From an optimization exercise on the open Yosys and OpenROAD flow, aimed at small area, a short achievable clock period and few clock cycles; shortcuts taken in it are not production practice. The RTL was checked by simulation tests, not by an equivalence proof against the original design.

Design sqrt, start of the top module:
module sqrt
  #( parameter I_WIDTH = 16,
               F_WIDTH = 16)
  (input [I_WIDTH+F_WIDTH-1:0] N_in,
   output reg [I_WIDTH+F_WIDTH-1:0] out,
   input clk, rst, in_valid,
   output reg out_valid, ready
  );
make LEC_CHECK=0 CAP_MARGIN=50 CORE_MARGIN=2 CORE_UTILIZATION=40 CTS_CLUSTER_DIAMETER=60 CTS_CLUSTER_SIZE=20 PLACE_DENSITY=0.6 SLEW_MARGIN=60 finish   # period 30.0 ns
run.sh (not shown) runs the stock make flow with config.mk's settings and CLKGATE_MAP_FILE= SYNTH_SCRIPT=/design/flow/synth_recipe.tcl, a recipe that flattens the netlist after the stock synthesis.
Testbench counts at the start, summed over its fixed seeds: cycles 35,079.
Then changed:
CAP_MARGIN = 20   (was 50)
SLEW_MARGIN = 20   (was 60)
After rerunning:
- synthesized area is unchanged
- via count drops slightly
- synthesized cell count is unchanged
- non-clock buffer count goes down by 27
- die area is unchanged

* * *

## run A
Another version of the RTL of sqrt (not shown whole).
For scale: roughly 3,100 cells after synthesis, ~150 flip-flops, about 29,000 um^2 of cells after synthesis.
==> flow/design.v (excerpt) <==
module sqrt
  #( parameter I_WIDTH = 16,
               F_WIDTH = 16)
  (input [I_WIDTH+F_WIDTH-1:0] N_in,
   output [I_WIDTH+F_WIDTH-1:0] out,
   input clk, rst, in_valid,
   output reg out_valid, ready
  );
clock: 30.0 ns
lec_check: 0
cap_margin: 50
core_margin: 2
core_utilization: 40
cts_cluster_diameter: 60
cts_cluster_size: 20
place_density: 0.6
slew_margin: 60
synth_args: -noabc
standard.sh (not shown) runs the stock make flow with config.mk's settings and CLKGATE_MAP_FILE= SYNTH_SCRIPT=/design/flow/synth_recipe.tcl, a recipe that flattens the netlist after the stock synthesis.
==> flow/flow/run.sh <==
#!/bin/bash
# The standard layout, with one change to synthesis: Yosys's synth runs without its quick
# abc pass (SYNTH_ARGS = -noabc). The full adders that extract_fa then finds in the multiplier's
# carry-save tree keep the polarity the RTL gives them, which saves the inverters that otherwise
# sit between them. Everything else (the final abc, registers, floorplan, power grid, placement,
# clock tree, routing) is the standard flow's.
set -euo pipefail
work="$(cd "$(dirname "$0")/.." && pwd)"
cd "$work"
echo 'export SYNTH_ARGS = -noabc' >> config.mk
bash standard.sh > "$work/standard.log" 2>&1
Testbench counts of run A, summed over its fixed seeds: cycles 35,140.
What run B does differently from run A at the input level:
- a deleted SYNTH_ARGS that had been -noabc
==> flow/run.sh (new file) <==
#!/bin/bash
# synth_recipe.tcl (not shown) runs the flow's synth.tcl, then flattens the netlist and writes it again
# the make line also repeats each setting of config.mk as NAME=value (left out here)
make -C /OpenROAD-flow-scripts/flow DESIGN_CONFIG=/design/flow/config.mk WORK_HOME=/design/flow/orfs CLKGATE_MAP_FILE= SYNTH_SCRIPT=/design/flow/synth_recipe.tcl finish
removed: flow/flow/run.sh
removed: flow/standard.sh
Run B vs. run A: multi-input combinational cell count +0.36%, detailed-router iteration count before antenna repair down 6.
Of run B and run A, the run reporting the lower complex-gate fraction of the synthesized area was run B.
Higher global-route usage was reported by run A, not run B.
On final clock period utilization by the worst path: run B sits below run A.
What run C does differently from run B at the input level:
- changing CORE_UTILIZATION from 40 to 50
- changing PLACE_DENSITY from 0.6 to 0.72
--- outcome ---
- Per the comparison of run C with run B, critical path depth in cells has remained practically unchanged, period utilization has remained practically unchanged.

* * *

sqrt, a different RTL version from the one above (not shown whole).
Size: about 3700 cells after synthesis, ~150 flip-flops, roughly 69 I/O pins, ~33000 um^2 of cells after synthesis.
Settings: LEC_CHECK=0, CAP_MARGIN=20, CORE_MARGIN=2, CORE_UTILIZATION=40, CTS_CLUSTER_DIAMETER=60, CTS_CLUSTER_SIZE=20, PLACE_DENSITY=0.6, SLEW_MARGIN=20; clock period 30.0 ns.
run.sh (not shown) runs the stock make flow with config.mk's settings and CLKGATE_MAP_FILE= SYNTH_SCRIPT=/design/flow/synth_recipe.tcl, a recipe that flattens the netlist after the stock synthesis.
Stock flow here: none of the scripts above is used.
Testbench counts at the start, summed over its fixed seeds: cycles 37,066.
Next try:
- CAP_MARGIN: 20 -> 80
- SLEW_MARGIN: 20 -> 85
Register-to-register slack degrades by 4.7 ns.
Synthesized cell count does not change.
Fmax came out lower by a quarter to a third.
First-iteration DRC count came out higher by about a fifth.
Setup slack degrades by 4.7 ns.
Routed wire length came out higher by a little under a tenth.
Cell count came out higher by roughly a tenth.

* * *

== job 2529 ==
Another version of the RTL of sqrt (not shown whole).
Size in the first run: ~150 flip-flops, roughly 69 I/O pins.
Design sqrt, start of the top module:
module sqrt
  #( parameter I_WIDTH = 16,
               F_WIDTH = 16)
  (input [I_WIDTH+F_WIDTH-1:0] N_in,
   output [I_WIDTH+F_WIDTH-1:0] out,
   input clk, rst, in_valid,
   output reg out_valid, ready
  );
export LEC_CHECK = 0
export CAP_MARGIN = 50
export CORE_MARGIN = 2
export CORE_UTILIZATION = 40
export CTS_CLUSTER_DIAMETER = 60
export CTS_CLUSTER_SIZE = 20
export PLACE_DENSITY = 0.6
export SLEW_MARGIN = 60
export SYNTH_ARGS = -noabc
create_clock -name core_clock -period 30.0 [get_ports {clk}]
standard.sh (not shown) runs the stock make flow with config.mk's settings and CLKGATE_MAP_FILE= SYNTH_SCRIPT=/design/flow/synth_recipe.tcl, a recipe that flattens the netlist after the stock synthesis.
==> flow/flow/run.sh <==
#!/bin/bash
# The standard layout, with one change to synthesis: Yosys's synth runs without its quick
# abc pass (SYNTH_ARGS = -noabc). The full adders that extract_fa then finds in the multiplier's
# carry-save tree keep the polarity the RTL gives them, which saves the inverters that otherwise
# sit between them. Everything else (the final abc, registers, floorplan, power grid, placement,
# clock tree, routing) is the standard flow's.
set -euo pipefail
work="$(cd "$(dirname "$0")/.." && pwd)"
cd "$work"
echo 'export SYNTH_ARGS = -noabc' >> config.mk
bash standard.sh > "$work/standard.log" 2>&1
Testbench counts of job 2529, summed over its fixed seeds: cycles 34,118.
Relative to job 2529, the following input files were edited for job 7963:
Settings: CORE_UTILIZATION changed from 40 to 55; PLACE_DENSITY changed from 0.6 to 0.8; SYNTH_ARGS removed (was -noabc).
==> flow/run.sh (new file) <==
#!/bin/bash
# synth_recipe.tcl (not shown) runs the flow's synth.tcl, then flattens the netlist and writes it again
# the make line also repeats each setting of config.mk as NAME=value (left out here)
make -C /OpenROAD-flow-scripts/flow DESIGN_CONFIG=/design/flow/config.mk WORK_HOME=/design/flow/orfs CLKGATE_MAP_FILE= SYNTH_SCRIPT=/design/flow/synth_recipe.tcl finish
removed: flow/flow/run.sh
removed: flow/standard.sh
## What came out
Job 7963: flow completed, timing, DRC and antenna clean
The lower buffer share of cell area of job 2529 and job 7963 is in job 7963.
For job 2529, the most common cell after layout, fill and taps aside was sky130_fd_sc_hd__fa_1, unlike job 7963, where it was sky130_fd_sc_hd__inv_1.
As far as instance count along the most critical hold path goes, job 2529 and job 7963 are indistinguishable; the numbers are identical.
Here is what was changed in the inputs of job 4454 compared with job 7963.
Settings: changing PLACE_DENSITY from 0.8 to 0.6; changing CORE_UTILIZATION from 55 to 40.
==> run notes <==
Via count (lower): job 4454. Job 4454 vs. job 7963: vertical extent of the die now larger; sequential share of layout area now sits at about the same level; final cell count up 6.9%; setup slack climbed 0.093 ns; layout overhead on the synthesized area grew by 1.4 points. Compared job 4454 vs job 7963, and post-route fraction of the period consumed by the critical path is down in job 4454. Job 4454: maximum number of pins on one net before global-route repair 1 below job 7963. Going from job 7963 to job 4454, non-clock buffer total of the final layout up about 3%; wire length up about 9%; global-route wire length before repair up 8.0%.
For job 4390, these inputs were changed with respect to job 4454:
Settings: a change of CORE_UTILIZATION from 40 to 50; a change of PLACE_DENSITY from 0.6 to 0.72.
## What came out
The final period demand of the worst path of job 4390 and that of job 4454 are within noise of each other. Final cell count without fillers was lower in job 4390 than in job 4454. From job 4454 to job 4390 the numbers moved as follows: post-route cell area shrank by 1.2%; wire length on met1 lost 7.0 mm. Diff job 4454 -> job 4390 | wire length on met2 | down by a little under 10%. When the final numbers for job 4390 and job 4454 were put side by side, the aggregate global-route resource usage turned out to be smaller in job 4454. The sum of negative setup slack on job 4454 is in line with that on job 4390. Taking job 4454 as the reference, in job 4390 flip-flop and latch area went down by 0.36%, area added between synthesis and finish went down by 1.3 points.
Edits applied to the flow inputs when going from job 4390 to job 1817:
Settings: CTS_CLUSTER_DIAMETER: 60 -> 100; CTS_CLUSTER_SIZE: 20 -> 30.
==> comparison <==
Job 1817 finished every step from synthesis to the final layout, and the layout passed the timing, design-rule and antenna checks. Diff job 1817..job 4390 | non-clock buffer count | unchanged. Taking job 4390 as the reference, in job 1817 via count was more or less identical; sequential share of layout area was more or less identical. Re total number of cells along the worst setup path: no difference whatsoever between job 1817 and job 4390. As far as minimum setup slack in the final design goes, job 1817 and job 4390 are indistinguishable; the numbers are identical. Reported for job 4390 and job 1817, share of the clock period used by the worst path after layout turned out identical to the last digit. Diff job 1817..job 4390 | number of library cell types mapped by synthesis | unchanged. Number of routed nets with antenna violations: job 4390 vs job 1817 identical.

-- re-timing with driven ports --
No port has a modelled driver above. Below, the same layouts with a new extraction and two added sets of constraints. Step 1 (the two cells are an assumption about what drives the block):
set clk [get_ports {clk}]
set_driving_cell -lib_cell sky130_fd_sc_hd__clkbuf_16 $clk
set_driving_cell -lib_cell sky130_fd_sc_hd__buf_2 [delete_from_list [all_inputs] $clk]
Step 2 times the ports against the registers' clock, not the clock port: input delays grow and output delays shrink by t, the midpoint of the rising clock arrivals with the driver on. Slacks: no drivers / after step 1 / after step 2; pairs: no drivers / after step 1.
| run | shift t [ns] | setup WS [ns] | worst hold slack (ns) | worst data-port slew with drivers (ns) |
|---|---|---|---|---|
| the first run of note 1 | 0.514 | 20.702 / 20.702 / 20.702 | 0.562 / 0.562 / 0.562 | 0.04 |
| the second run of note 1 | 0.502 | 20.390 / 20.390 / 20.390 | 0.570 / 0.570 / 0.570 | 0.04 |
| run A | 0.502 | 21.514 / 21.514 / 21.514 | 0.502 / 0.502 / 0.502 | 0.04 |
| run B | 0.507 | 21.730 / 21.673 / 21.762 | 0.545 / 0.545 / 0.545 | 0.04 |
| run C | 0.495 | 21.697 / 21.646 / 21.814 | 0.504 / 0.504 / 0.504 | 0.04 |
| the first run of note 3 | 0.483 | 20.395 / 20.395 / 20.161 | 0.467 / 0.467 / 0.467 | 0.06 |
| the second run of note 3 | 0.491 | 15.692 / 15.692 / 15.692 | 0.474 / 0.474 / 0.474 | 0.06 |
| job 2529 | 0.506 | 21.064 / 21.064 / 21.064 | 0.558 / 0.558 / 0.558 | 0.04 |
| job 7963 | 0.489 | 21.658 / 21.658 / 21.658 | 0.551 / 0.551 / 0.551 | 0.04 |
| job 4454 | 0.499 | 21.752 / 21.700 / 21.808 | 0.575 / 0.575 / 0.575 | 0.04 |
| job 4390 | 0.496 | 21.749 / 21.695 / 21.821 | 0.560 / 0.560 / 0.560 | 0.04 |
| job 1817 | 0.496 | 21.749 / 21.695 / 21.821 | 0.560 / 0.560 / 0.560 | 0.04 |
After both steps setup and hold are still met in every run listed. For the first run of note 3, which loses most, drivers alone change the setup slack by 0.000 ns; drivers and shift together by -0.234 ns.
